Context: an optimization exercise on an open-source flow, tuned for small area. The choices shown serve that exercise and are no tape-out recipe.
In this exercise RTL edits were held to simulation tests only and were not proved equivalent to the original.
Power figures rest on the tool's default switching activity, not on a simulated workload.

Design mips_exu, start of the top module:
module mips_exu (
	input         clk,
	input         rst_n,
	input         in_valid,
	input  [31:0] in_instr,
	output reg        res_valid,
	output reg [31:0] res_data,
	output reg        res_zero
);
For scale: roughly 1,100 flip-flops.
clock: 12.0 ns
lec_check: 0
cap_margin: 10
core_margin: 2
core_utilization: 50
cts_buf_list: sky130_fd_sc_hd__clkbuf_8
cts_cluster_diameter: 80
cts_cluster_size: 16
place_density: 0.6
slew_margin: 10
synth_hierarchical: 1
synth_minimum_keep_size: 0
standard.sh (not shown) runs the stock make flow with config.mk's settings and CLKGATE_MAP_FILE= SYNTH_SCRIPT=/design/flow/synth_recipe.tcl, a recipe that flattens the netlist after the stock synthesis.
==> flow/flow/run.sh <==
#!/bin/bash
# The standard layout (standard.sh, the standard flow's own ORFS run) with two changes
# to how cells are added after synthesis:
#  - ports are buffered with the smallest buffer rather than ORFS's default,
#  - clock tree synthesis runs without dummy loads (the clock is far from
#    critical, so the skew they balance does not matter).
# make's full output goes to flow_make.log here; each ORFS step also keeps its
# own log under orfs/logs/.
set -euo pipefail
bash standard.sh \
	"BUFFER_PORTS_ARGS=-buffer_cell sky130_fd_sc_hd__buf_1" \
	"CTS_ARGS=-sink_clustering_enable -repair_clock_nets -dont_use_dummy_load -buf_list sky130_fd_sc_hd__clkbuf_8 -sink_clustering_size 16 -sink_clustering_max_diameter 80" \
	finish > flow_make.log 2>&1
The baseline passed the timing, design-rule and antenna checks.
Change:
==> flow/run.sh (new file) <==
#!/bin/bash
# synth_recipe.tcl (not shown) runs the flow's synth.tcl, then flattens the netlist and writes it again
# the make line also repeats each setting of config.mk as NAME=value (left out here)
make -C /OpenROAD-flow-scripts/flow DESIGN_CONFIG=/design/flow/config.mk WORK_HOME=/design/flow/orfs CLKGATE_MAP_FILE= SYNTH_SCRIPT=/design/flow/synth_recipe.tcl finish
removed: flow/flow/run.sh
removed: flow/standard.sh
What happened: The new run passed the timing, design-rule and antenna checks. Power went up by 2.1%. Utilization went up by 0.92 points. Worst setup slack got worse by 0.33 ns. Hold slack improved by 0.013 ns.

* * *

Another version of the RTL of mips_exu (not shown whole).
Size: roughly 1100 flip-flops, ~69 I/O pins, about 0.046 sq mm of cells after synthesis.
==> flow/config.mk <==
export PLATFORM = sky130hd
export DESIGN_NAME = mips_exu
export DESIGN_NICKNAME = mips_exu
export VERILOG_FILES = /design/flow/design.v
export SDC_FILE = /design/flow/constraint.sdc
export NUM_CORES = 4
export LEC_CHECK = 0
export CAP_MARGIN = 10
export CORE_MARGIN = 2
export CORE_UTILIZATION = 48
export CTS_BUF_LIST = sky130_fd_sc_hd__clkbuf_8
export CTS_CLUSTER_DIAMETER = 80
export CTS_CLUSTER_SIZE = 16
export PLACE_DENSITY = 0.6
export SLEW_MARGIN = 10
export SYNTH_HIERARCHICAL = 1
export SYNTH_MINIMUM_KEEP_SIZE = 0
==> flow/constraint.sdc <==
create_clock -name core_clock -period 12.0 [get_ports {clk}]
set_input_delay 2.4000 -clock core_clock [delete_from_list [all_inputs] [get_ports {clk}]]
set_output_delay 2.4000 -clock core_clock [all_outputs]
set_load 0.01 [all_outputs]
==> flow/flow/run.sh <==
#!/bin/bash
# The standard layout (standard.sh, the standard flow's own ORFS run) with two changes
# to how cells are added after synthesis:
#  - ports are buffered with the smallest buffer rather than ORFS's default,
#  - clock tree synthesis runs without dummy loads (the clock is far from
#    critical, so the skew they balance does not matter).
# make's full output goes to flow_make.log here; each ORFS step also keeps its
# own log under orfs/logs/.
set -euo pipefail
bash standard.sh \
	"BUFFER_PORTS_ARGS=-buffer_cell sky130_fd_sc_hd__buf_1" \
	"CTS_ARGS=-sink_clustering_enable -repair_clock_nets -dont_use_dummy_load -buf_list sky130_fd_sc_hd__clkbuf_8 -sink_clustering_size 16 -sink_clustering_max_diameter 80" \
	finish > flow_make.log 2>&1
Rerun with:
- CORE_UTILIZATION: 48 -> 50
- PLACE_DENSITY: 0.6 -> 0.65
Wire length falls by a few percent. Total power barely changes. Worst setup slack got worse by 0.26 ns. Final cell count goes down slightly. Maximum frequency is lower by a few percent. Global-route usage climbs by 0.24 points. Area after synthesis is unchanged. Critical path depth stays the same. First-iteration DRC count is lower by a few percent. Register-to-register slack is worse by 0.22 ns.

[afterwards: timing with drivers on the ports]
The flow's constraints put no driver on any port. The routed layouts listed below were extracted and timed again, unchanged, in two steps. Step 1, drivers: a clkbuf_16 drives clk and a buf_2 each remaining input, both assumed. Step 2 times the ports against the registers' clock, not the clock port: input delays grow and output delays shrink by t, the midpoint of the rising clock arrivals with the driver on. Three values: ideal, step 1, step 2; two values: the first two.
| run | t (ns) | setup slack, ns | clock arrival spread, ns | cell pins on the clock port's net |
|---|---|---|---|---|
| the first run of note 1 | 0.819 | 1.165 / 1.137 / 0.318 | 0.115 / 0.114 | 1 |
| the second run of note 1 | 0.828 | 0.834 / 0.818 / -0.009 | 0.061 / 0.061 | 1 |
| the first run of note 2 | 0.834 | 0.959 / 1.005 / 0.171 | 0.081 / 0.081 | 1 |
| the second run of note 2 | 0.786 | 0.699 / 0.747 / -0.039 | 0.098 / 0.099 | 1 |
With both steps, setup timing fails in the second run of note 1 and the second run of note 2, where it was met with ideal ports. The setup slack of the first run of note 1, which loses most, moves by -0.028 ns with the drivers and by -0.847 ns with both steps.
